This is an optimization exercise on Yosys and OpenROAD, whose aim is small area, not a production implementation.
Only simulation tests tie the RTL to the original design; equivalence was not proved.
No activity file was given, so power comes from the tool's default toggle rates.

==> flow/design.v, too long to show whole: its modules and the start of the top module <==
// module Graficos: 202 lines
// module s_fn: 2769 lines
// module t1_fn: 949 lines
// module t2_fn: 1809 lines
// module img_fn: 6 lines
// module n_fn: 629 lines
// module pair_enc: 61 lines
// module pair_dec: 64 lines
// module ctl_fn: 288 lines
module Graficos(
    input [1:0] Contador_pos_f,
    input [1:0] Contador_pos_h,
    input [1:0] Contador_pos_cr,
    input bit_alarma,
    input [23:0] ALARMA,
    input [7:0] DIR_DATO,
    input [3:0] POSICION,
    input READ,
    input P_FECHA,
    input P_HORA,
    input P_CRONO,
    input reloj,
    input resetM,
    output reg H_Syncreg,
    output reg V_Syncreg,
    output [3:0] R,
    output [3:0] G,
    output [3:0] B
    );
  // ...
==> flow/flow/run.sh <==
#!/bin/bash
# Layout flow: the standard flow (standard.sh) with three changes:
#  - synthesis maps the logic with an area-oriented ABC script (flow/abc_area.script, used
#    through ABC_AREA=1) in place of ORFS's abc_area.script; registers are untouched;
#  - input and output ports are buffered with the smallest buffer, sky130_fd_sc_hd__buf_1;
#  - clock tree synthesis uses sky130_fd_sc_hd__clkbuf_8 and inserts no dummy loads.
# The full output of the flow goes to standard.log.
set -e
SD=$PWD/orfs_scripts
rm -rf "$SD"
cp -r "$FLOW_HOME/scripts" "$SD"
cp flow/abc_area.script "$SD/abc_area.script"
export SCRIPTS_DIR="$SD"
export BUFFER_PORTS_ARGS="-buffer_cell sky130_fd_sc_hd__buf_1"
export CTS_ARGS="-sink_clustering_enable -repair_clock_nets -dont_use_dummy_load -buf_list sky130_fd_sc_hd__clkbuf_8"
bash standard.sh > standard.log 2>&1
==> flow/flow/abc_area.script <==
strash
&get -n
&dch -f
&nf -p -F 10 -A 4 -R 1000
&put
==> flow/standard.sh <==
#!/bin/bash
# synth_recipe.tcl (not shown) runs the flow's synth.tcl, then flattens the netlist and writes it again
# the make line also repeats each setting of config.mk as NAME=value (left out here)
make -C /OpenROAD-flow-scripts/flow DESIGN_CONFIG=/design/flow/config.mk WORK_HOME=/design/flow/orfs CLKGATE_MAP_FILE= SYNTH_SCRIPT=/design/flow/synth_recipe.tcl "${@:-finish}"
==> flow/config.mk <==
export PLATFORM = sky130hd
export DESIGN_NAME = Graficos
export DESIGN_NICKNAME = Graficos
export VERILOG_FILES = /design/flow/design.v
export SDC_FILE = /design/flow/constraint.sdc
export NUM_CORES = 4
export LEC_CHECK = 0
export ABC_AREA = 1
export CAP_MARGIN = 20
export CORE_MARGIN = 2
export CORE_UTILIZATION = 30
export GPL_TIMING_DRIVEN = 0
export PLACE_DENSITY = 0.5
export SETUP_SLACK_MARGIN = 0.3
export SLEW_MARGIN = 20
export SYNTH_MEMORY_MAX_BITS = 262144
==> flow/constraint.sdc <==
create_clock -name core_clock -period 10.0 [get_ports {reloj}]
set_input_delay 2.0000 -clock core_clock [delete_from_list [all_inputs] [get_ports {reloj}]]
set_output_delay 2.0000 -clock core_clock [all_outputs]
set_load 0.01 [all_outputs]
==> metrics.cfg, run 1 <==
[run_status]
outcome = finished clean

[cells_and_area]
stdcell_area_mm2 = 0.0191
n_antenna_cell = 3
fin_nets = 2596
layout_commonest_cell = nand2_1
bufAreaShareNonClock_pct = 5.22
multi_input_area_share_pct = 65.1
top_register = cnt
nNonClkBuffers = 122
clock_buffers = 17

[logic_synthesis]
synth_mux_area_share_pct = 2.13
syn_avg_cell_area_um2 = 6.99
yosysTopAreaCell = edfxtp_1
yosys_most_used_dff = edfxtp_1
async_flop_share_pct = 0
synthAdderAreaFrac_pct = 3.68

[worst_setup_path]
r2r_cells = 42
cpPeakStageDelay_ps = 620

[global_route]
antenna_found_initial = 5
overflow = 0

[route]
dr.pass1.iters = 6
drtIter0Drc = 3638
met1_length_mm = 42.9
top_layer_used = met5
num_vias = 23000
wl_per_cell_um = 35.0
ant_nets = 0

[pwr]
p_per_area_mw_per_mm2 = 65.5
clock_power_w = 0.000350
p_seq_share_pct = 60.5

[timing]
final-setup-viol-count = 0
worst_pin_slew_ps = 1310
setup_tns_ps = 0

[floorplanning]
fp.coreArea_mm2 = 0.0548
dieArea_mm2 = 0.0570

[placed_design]
place_inst = 3161
numPortBuffers = 62

[cts]
cts_root_buf = clkbuf_8
hold_buffers = 0

[min_path]
holdPathStages = 0

==> run 2, diff against run 1 <==
--- a/flow/config.mk
+++ b/flow/config.mk
@@ -8,9 +8,9 @@
 export ABC_AREA = 1
 export CAP_MARGIN = 20
 export CORE_MARGIN = 2
-export CORE_UTILIZATION = 30
+export CORE_UTILIZATION = 35
 export GPL_TIMING_DRIVEN = 0
-export PLACE_DENSITY = 0.5
+export PLACE_DENSITY = 0.6
 export SETUP_SLACK_MARGIN = 0.3
 export SLEW_MARGIN = 20
 export SYNTH_MEMORY_MAX_BITS = 262144
==> run 2 against run 1 <==
Effect of this change:
- synthesized cell count unchanged
- cell area decreased by 1.2%
- first-iteration DRC count increased by 33%
- sequential power about the same
- total power increased by 2.2%
- maximum frequency increased by 1.1%
- critical endpoint unchanged
==> metrics.cfg, run 2 <==
[placed_design]
routabilityCongestion = 1.06  ; was 1.02
numPortBuffers = 62  ; unchanged
dp_hpwl_mm = 78.3  ; was 79.6 mm
placed_cell_area_mm2 = 0.0181  ; was 0.0184 mm^2

[route]
wl_per_cell_um = 36.3  ; was 35.0 um
num_vias = 23700  ; was 23.0k
dr.pass1.iters = 9  ; was 6
ant_nets = 0  ; unchanged
vias_per_cell = 7.64  ; was 7.19
drtIter0Drc = 4839  ; was 3638
post-route-drc-count = 0  ; unchanged
routed_wl_mm = 112  ; about the same

[global_route]
grt.total_usage_pct = 43.6  ; was 38.0%
grt_max_degree = 54  ; was 57
overflow = 0  ; unchanged
antenna_found_initial = 7  ; was 5
grt_pass1_vias = 21600  ; was 21.4k
grt_pass1_wl_mm = 158  ; about the same

[worst_setup_path]
cpMaxStageDelayCell = dfxtp_4  ; was a311oi_4
startpoint_type = flop  ; unchanged
cp_max_fo = 28  ; was 25
r2r_cells = 41  ; was 42
cpPeakStageDelay_ps = 590  ; was 620 ps
required_ps = 10420  ; was 10360 ps
worst_ep_arrival_time_ps = 9730  ; was 9780 ps
worst-setup-path-type = flop to flop  ; unchanged
cpMostUsedCell = nor2_1  ; unchanged
end_kind = flop  ; unchanged

[floorplanning]
fp.coreArea_mm2 = 0.0466  ; was 0.0548 mm^2
die_w_um = 221  ; was 239 um
io_pins = 63  ; unchanged
rows = 79  ; was 86
initial_core_util_pct = 35.5  ; was 30.2%
die_h_um = 221  ; was 239 um
dieArea_mm2 = 0.0490  ; was 0.0570 mm^2

[pwr]
p_leak_nw = 6.22  ; was 6.27 nW
irDropWorstVdd_mv = 0.123  ; was 0.116 mV
p_per_area_mw_per_mm2 = 67.8  ; was 65.5 mW/mm^2

[min_path]
holdCritPathClass = flop to flop  ; unchanged
holdPathStages = 0  ; unchanged

[logic_synthesis]
async_flop_share_pct = 0  ; unchanged
syn_area_mm2 = 0.0165  ; unchanged
synth_fp_nets = 2462  ; unchanged
yosys-top-cells-area = edfxtp_1 17%, a21oi_1 8.6%, dfxtp_1 8.0%  ; unchanged
syn_avg_cell_area_um2 = 6.99  ; unchanged
yosysMostFrequentCell = nand2_1  ; unchanged
synth_common_cells = 326 x nand2_1, 323 x nor2_1, 284 x a21oi_1  ; unchanged
yosysTopAreaCell = edfxtp_1  ; unchanged
synthCells = 2366  ; unchanged
synth.distinct_cells = 69  ; unchanged
synth_top_cell_area_share_pct = 17.2  ; unchanged
ys_ff_latch = 161  ; unchanged
synth_edf_count = 95  ; unchanged
yosys_most_used_dff = edfxtp_1  ; unchanged
ys_seq_area_share_pct = 25.2  ; unchanged
ys_warn_count = 1  ; unchanged

[timing]
slew_headroom_pct = 14.6  ; was 13.0%
hold_ws_ps = 324  ; was 322 ps
setup_tns_ps = 0  ; unchanged
worst_pin_slew_ps = 1280  ; was 1310 ps
fmax_mhz = 107  ; was 106 MHz
hold_violations = 0  ; unchanged
drv_slew = 0  ; unchanged
final-setup-viol-count = 0  ; unchanged
clock-skew-final_ps = 47.1  ; was 40.3 ps
rsz0062_at_grt = false  ; unchanged
fin_crit_sh_pct = 93.1  ; was 94.2%
fin_crit_ps = 9310  ; was 9420 ps

[cells_and_area]
n_fill_cell = 4955  ; was 5992
largest_reg_flops = 20  ; unchanged
drive_above_1_share_pct = 6.39  ; was 7.21%
fin_nets = 2586  ; was 2596
stdcell_area_mm2 = 0.0189  ; was 0.0191 mm^2
mostFrequentLayoutCells = 323 x nand2_1, 310 x nor2_1, 284 x a21oi_1  ; was 324 x nand2_1, 304 x nor2_1, 280 x a21oi_1
top_register = cnt  ; unchanged
syn2layout_area_growth_pct = 14.2  ; was 15.5%
top_regs = cnt: 20 flops, Qh: 10 flops, Qv: 10 flops  ; unchanged
layout_commonest_cell = nand2_1  ; unchanged

[cts]
cts_root_buf = clkbuf_8  ; unchanged
clock_path_buffers = 2  ; unchanged
h-tree-depth = 4  ; unchanged
cts.sinks = 161  ; unchanged
tritoncts = done  ; unchanged
cts_buffers = 17  ; unchanged
hold_buffers = 0  ; unchanged
worstSkewPairLatency_ps = 530  ; was 460 ps
clk_pin_slew_ps = 90  ; was 100 ps

[flow_run]
cap_violations = 0  ; unchanged

[run_status]
outcome = finished clean  ; unchanged

[run 2: path summary, 6_finish.rpt]
path	startpoint	endpoint	slack, ps
hold reg to reg	g2[3]	g3[3]	320
setup / recovery	Qv[4]	color[1]	690
setup reg to reg	Qv[4]	color[1]	690
hold / removal	g2[3]	g3[3]	320
[run 2: logic make-up after synthesis]
logic type / Yosys count / synth area share, %
simple gates: 1051 / 29.1
flops: 161 / 25.2
compound gates: 975 / 37.0
buf+inv: 76 / 1.86
mux: 35 / 2.13
fa+ha+maj: 49 / 3.68
xor+xnor: 19 / 1.01
[run 2: timing repair]
item / CTS / global route
setup endpoints to repair: 3 / 3
pin swaps: 4 / 6
gates cloned: 0 / 1
setup buffers: 6 / 12
gates resized for setup: 55 / 28
[run 2: metal layers]
metal	wire length, um	track usage [%]
met1	42900	57.2
met2	44400	61.3
met3	16800	15.8
met4	8290	24.7
met5	38	0
[run 2: layout make-up]
cell class,instances,area [um^2],area share [%]
clock buffers,17,234,1.24
well taps,607,759,4.02
repair buffers,105,903,4.78
diodes,5,12.5,0.0663
flip-flops and latches,161,4230,22.4
inverters,69,307,1.62
plain buffers,7,48.8,0.258
multi-input cells,2129,12400,65.6
[run 2: critical path, delay by kind of cell, from the launching register on]
kind	cells	cell delay, ps
simple gates	18	3010
buf+inv	2	490
xor+xnor	2	340
flops	1	590
compound gates	19	4700
[run 2: per-stage QoR]
step	power, W	utilization, %	setup slack (ps)	instances
floorplan	0.000844	-	685	2366
global placement	0.000903	37.7	-5990	3035
detailed placement	0.000910	38.9	-2600	3057
CTS	0.00128	40.0	313	3080
global route	0.00132	40.5	289	3096
finish	0.00128	40.6	685	3100
[run 2: where the power goes]
part	switching [W]	internal [W]	total, W	leakage (nW)
sequential	0.0000112	0.000745	0.000756	1.54
combinational	0.000102	0.0000412	0.000143	4.56
clock	0.000231	0.000149	0.000381	0.122
==> run 3, diff against run 2 <==
==> flow/flow/run.sh (replaced) <==
#!/bin/bash
# Layout flow: the standard flow (standard.sh) with three changes:
#  - synthesis maps the logic with an area-oriented ABC script (flow/abc_area.script, used
#    through ABC_AREA=1) in place of ORFS's abc_area.script; registers are untouched;
#  - input and output ports are buffered with the smallest buffer, sky130_fd_sc_hd__buf_1;
#  - clock tree synthesis inserts no dummy loads.
# The full output of the flow goes to standard.log.
set -e
SD=$PWD/orfs_scripts
rm -rf "$SD"
cp -r "$FLOW_HOME/scripts" "$SD"
cp flow/abc_area.script "$SD/abc_area.script"
export SCRIPTS_DIR="$SD"
export BUFFER_PORTS_ARGS="-buffer_cell sky130_fd_sc_hd__buf_1"
export CTS_ARGS="-sink_clustering_enable -repair_clock_nets -dont_use_dummy_load"
bash standard.sh > standard.log 2>&1
--- a/flow/config.mk
+++ b/flow/config.mk
@@ -8,9 +8,10 @@
 export ABC_AREA = 1
 export CAP_MARGIN = 20
 export CORE_MARGIN = 2
-export CORE_UTILIZATION = 35
+export CORE_UTILIZATION = 30
+export CTS_BUF_LIST = sky130_fd_sc_hd__clkbuf_4 sky130_fd_sc_hd__clkbuf_8
 export GPL_TIMING_DRIVEN = 0
-export PLACE_DENSITY = 0.6
+export PLACE_DENSITY = 0.5
 export SETUP_SLACK_MARGIN = 0.3
 export SLEW_MARGIN = 20
 export SYNTH_MEMORY_MAX_BITS = 262144
==> run 3 against run 2 <==
Effect of this change:
- clock skew is 21 ps lower
- maximum frequency shrank 2.5%
- sequential power about the same
- count of clock-buffer cells in the layout stayed put
- sequential cell count is the same
- total power rose by 11%
- final cell count is 3.3% higher
- critical path type unchanged
- critical endpoint unchanged
==> metrics.cfg, run 3 <==
[run_status]
outcome = finished clean  ; unchanged

[global_route]
overflow = 0  ; unchanged
grt.total_usage_pct = 38.1  ; was 43.6%
antenna_found_initial = 5  ; was 7
grt_pass1_wl_mm = 158  ; about the same
grt_pass1_vias = 21500  ; was 21.6k
grt_max_degree = 57  ; was 54

[pwr]
switchingPower_w = 0.000336  ; was 0.000344 W
p_int_w = 0.00108  ; was 0.000935 W
p_seq_share_pct = 53.5  ; was 59.1%
power.total_w = 0.00142  ; was 0.00128 W
irDropWorstVdd_mv = 0.114  ; was 0.123 mV
netSwitchingFraction_pct = 23.7  ; was 26.9%
p_leak_nw = 6.35  ; was 6.22 nW
p_per_area_mw_per_mm2 = 73.6  ; was 67.8 mW/mm^2
pwr-share-comb_pct = 10.2  ; was 11.2%
p_clk_share_pct = 36.4  ; was 29.7%

[logic_synthesis]
yosysTopAreaCell = edfxtp_1  ; unchanged
syn_area_mm2 = 0.0165  ; unchanged
synth_top_family_by_area = compound AO/OA/AOI/OAI gates  ; unchanged
async_flop_share_pct = 0  ; unchanged
synth.distinct_cells = 69  ; unchanged
ys_ff_latch = 161  ; unchanged
ys_seq_area_share_pct = 25.2  ; unchanged
synth_fp_nets = 2462  ; unchanged
yosys-top-cells-area = edfxtp_1 17%, a21oi_1 8.6%, dfxtp_1 8.0%  ; unchanged
yosys_most_used_dff = edfxtp_1  ; unchanged
synth_compound_area_share_pct = 37.0  ; unchanged
synth_common_cells = 326 x nand2_1, 323 x nor2_1, 284 x a21oi_1  ; unchanged
yosysMostFrequentCell = nand2_1  ; unchanged
synthCells = 2366  ; unchanged
synth_mux_area_share_pct = 2.13  ; unchanged
synthXorXnorAreaFrac_pct = 1.01  ; unchanged
syn_avg_cell_area_um2 = 6.99  ; unchanged
synth_top_cell_area_share_pct = 17.2  ; unchanged
ys_warn_count = 1  ; unchanged
synthAdderAreaFrac_pct = 3.68  ; unchanged
synth-simple-area-share_pct = 29.1  ; unchanged
synth_edf_count = 95  ; unchanged

[floorplanning]
io_pins = 63  ; unchanged
dieArea_mm2 = 0.0570  ; was 0.0490 mm^2
fp.coreArea_mm2 = 0.0548  ; was 0.0466 mm^2
die_w_um = 239  ; was 221 um
initial_core_util_pct = 30.2  ; was 35.5%
die_h_um = 239  ; was 221 um
rows = 86  ; was 79

[cells_and_area]
stdcell_area_mm2 = 0.0193  ; was 0.0189 mm^2
top_regs = cnt: 20 flops, Qh: 10 flops, Qv: 10 flops  ; unchanged
syn2layout_area_growth_pct = 16.5  ; was 14.2%
fin_nets = 2594  ; was 2586
multiInputGateArea_mm2 = 0.0124  ; about the same
top_register = cnt  ; unchanged
regArea_mm2 = 0.00423  ; about the same
largest_reg_flops = 20  ; unchanged
drive_above_1_share_pct = 7.09  ; was 6.39%
stdcell_count = 3203  ; was 3100
layout_commonest_cell = nand2_1  ; unchanged
n_fill_cell = 5971  ; was 4955
mostFrequentLayoutCells = 324 x nand2_1, 305 x nor2_1, 281 x a21oi_1  ; was 323 x nand2_1, 310 x nor2_1, 284 x a21oi_1

[placed_design]
dp_hpwl_mm = 79.6  ; was 78.3 mm
numPortBuffers = 62  ; unchanged
routabilityCongestion = 1.02  ; was 1.06
placed_cell_area_mm2 = 0.0184  ; was 0.0181 mm^2
place_inst = 3161  ; was 3057
post-place-ws_ps = -2180  ; was -2600 ps

[route]
routed_wl_mm = 112  ; about the same
ant_nets = 0  ; unchanged
post-route-drc-count = 0  ; unchanged
dr.pass1.iters = 9  ; unchanged
drtIter0Drc = 3566  ; was 4839
vias_per_cell = 7.16  ; was 7.64
wl_per_cell_um = 35.0  ; was 36.3 um
num_vias = 22900  ; was 23.7k

[timing]
hold_ws_ps = 321  ; was 324 ps
fin_crit_ps = 9550  ; was 9310 ps
drv_slew = 0  ; unchanged
fmax_mhz = 105  ; was 107 MHz
slew_headroom_pct = 16.4  ; was 14.6%
clock-skew-final_ps = 25.7  ; was 47.1 ps
hold_violations = 0  ; unchanged
final-setup-viol-count = 0  ; unchanged
rsz0062_at_grt = false  ; unchanged
worst_pin_slew_ps = 1250  ; was 1280 ps
fin_ws_ps = 448  ; was 685 ps
fin_crit_sh_pct = 95.5  ; was 93.1%

[worst_setup_path]
startpoint_type = flop  ; unchanged
cpMostUsedCell = a21oi_1  ; was nor2_1
required_ps = 10320  ; was 10420 ps
worst-setup-path-type = flop to flop  ; unchanged
cp_max_fo = 24  ; was 28
worst_ep_arrival_time_ps = 9880  ; was 9730 ps
cpMaxStageDelayCell = dfxtp_4  ; unchanged
end_kind = flop  ; unchanged
cpPeakStageDelay_ps = 640  ; was 590 ps

[cts]
cts.sinks = 161  ; unchanged
cts_buffers = 17  ; unchanged
h-tree-depth = 4  ; unchanged
clock_path_buffers = 2  ; unchanged
tritoncts = done  ; unchanged
cts_root_buf = clkbuf_16  ; was clkbuf_8
clk_pin_slew_ps = 70  ; was 90 ps
worstSkewPairLatency_ps = 430  ; was 530 ps

[min_path]
holdCritPathClass = flop to flop  ; unchanged

[flow_run]
cap_violations = 0  ; unchanged

==> run 3: path summary, 6_finish.rpt <==
path,slack (ps),cells past startpoint,to,startpoint
worst min register to register,320,0,g2[0],g1[0]
worst max-delay path,450,41,color[1],Qh[6]
worst min-delay path,320,0,g2[0],g1[0]
worst max register to register,450,41,color[1],Qh[6]
==> run 3: what timing repair did <==
item	4_1_cts	5_1_grt
setup endpoints to repair	3	3
setup buffers	2	19
pin swaps	3	11
hold buffers	0	0
resized for setup	53	27
==> run 3: logic make-up after synthesis <==
family | count (synthesis)
XOR/XNOR | 19
buffers and inverters | 76
adder cells (fa/ha/maj) | 49
multiplexers | 35
AO/OA/AOI/OAI | 975
AND/OR/NAND/NOR | 1051
flip-flops | 161
==> run 3: power by group through the flow <==
stage | Sequential [W] | Clock [W] | Combinational (W)
final | 0.000758 | 0.000516 | 0.000144
after floorplan | 0.000775 | 0 | 0.0000689
after detailed placement | 0.000773 | 0 | 0.000141
after global routing | 0.000762 | 0.000550 | 0.000154
after CTS | 0.000758 | 0.000526 | 0.000142
after global placement | 0.000783 | 0 | 0.000125
==> run 3: area by class of cell <==
cell class	count	share of cell area (%)
Inverter	69	1.64
Buffer	7	0.253
Timing Repair Buffer	113	4.84
Clock buffer	17	2.21
Sequential cell	161	21.9
Multi-Input combinational cell	2129	64.5
Tap cell	704	4.57
Antenna cell	3	0.0389
==> run 3: critical path: cells and delay by family (launching register included) <==
kind	cells	cell delay, ps
AOI/OAI and AO/OA	20	4490
and+or+nand+nor	20	4080
DFF	1	640
xor gates and xnor gates	1	190
==> run 3: layer usage <==
layer	track usage, %	routed length [um]	up-vias
met5	0	49	-
li1	-	-	9475
met2	57.9	47300	1941
met1	48.7	43200	11000
met3	11.5	14300	519
met4	19.2	7150	6
==> run 3: stage by stage <==
step           setup TNS [ps]  util [%]
2_1_floorplan               0         -
3_3_place_gp           -19190      32.2
3_5_place_dp            -6080      33.5
4_1_cts                     0      34.7
5_1_grt                     0      35.2
6_report                    0      35.2

-- separate check: timing with driven ports --
The flow's constraints put no driver on any port. The routed layouts listed below were extracted and timed again, unchanged, in two steps.
Step 1 (the two cells are an assumption about what drives the block):
set clk [get_ports {reloj}]
set_driving_cell -lib_cell sky130_fd_sc_hd__clkbuf_16 $clk
set_driving_cell -lib_cell sky130_fd_sc_hd__buf_2 [delete_from_list [all_inputs] $clk]
Step 2 also shifts input and output timing later by t, the mid clock arrival at the registers, as if the neighbouring blocks saw the same clock.
Slacks: ideal / step 1 / step 2; pairs: ideal / step 1.
| run | shift t [ns] | slack for setup (ns) | pins driven straight from the clock port |
|---|---|---|---|
| run 1 | 0.487 | 0.581 / 0.581 / 0.581 | 1 |
| run 2 | 0.564 | 0.685 / 0.685 / 0.685 | 1 |
| run 3 | 0.468 | 0.448 / 0.447 / 0.447 | 1 |
After both steps every run listed still meets setup and hold. The setup slack of run 3, which loses most, moves by -0.001 ns with the drivers and by -0.001 ns with both steps.
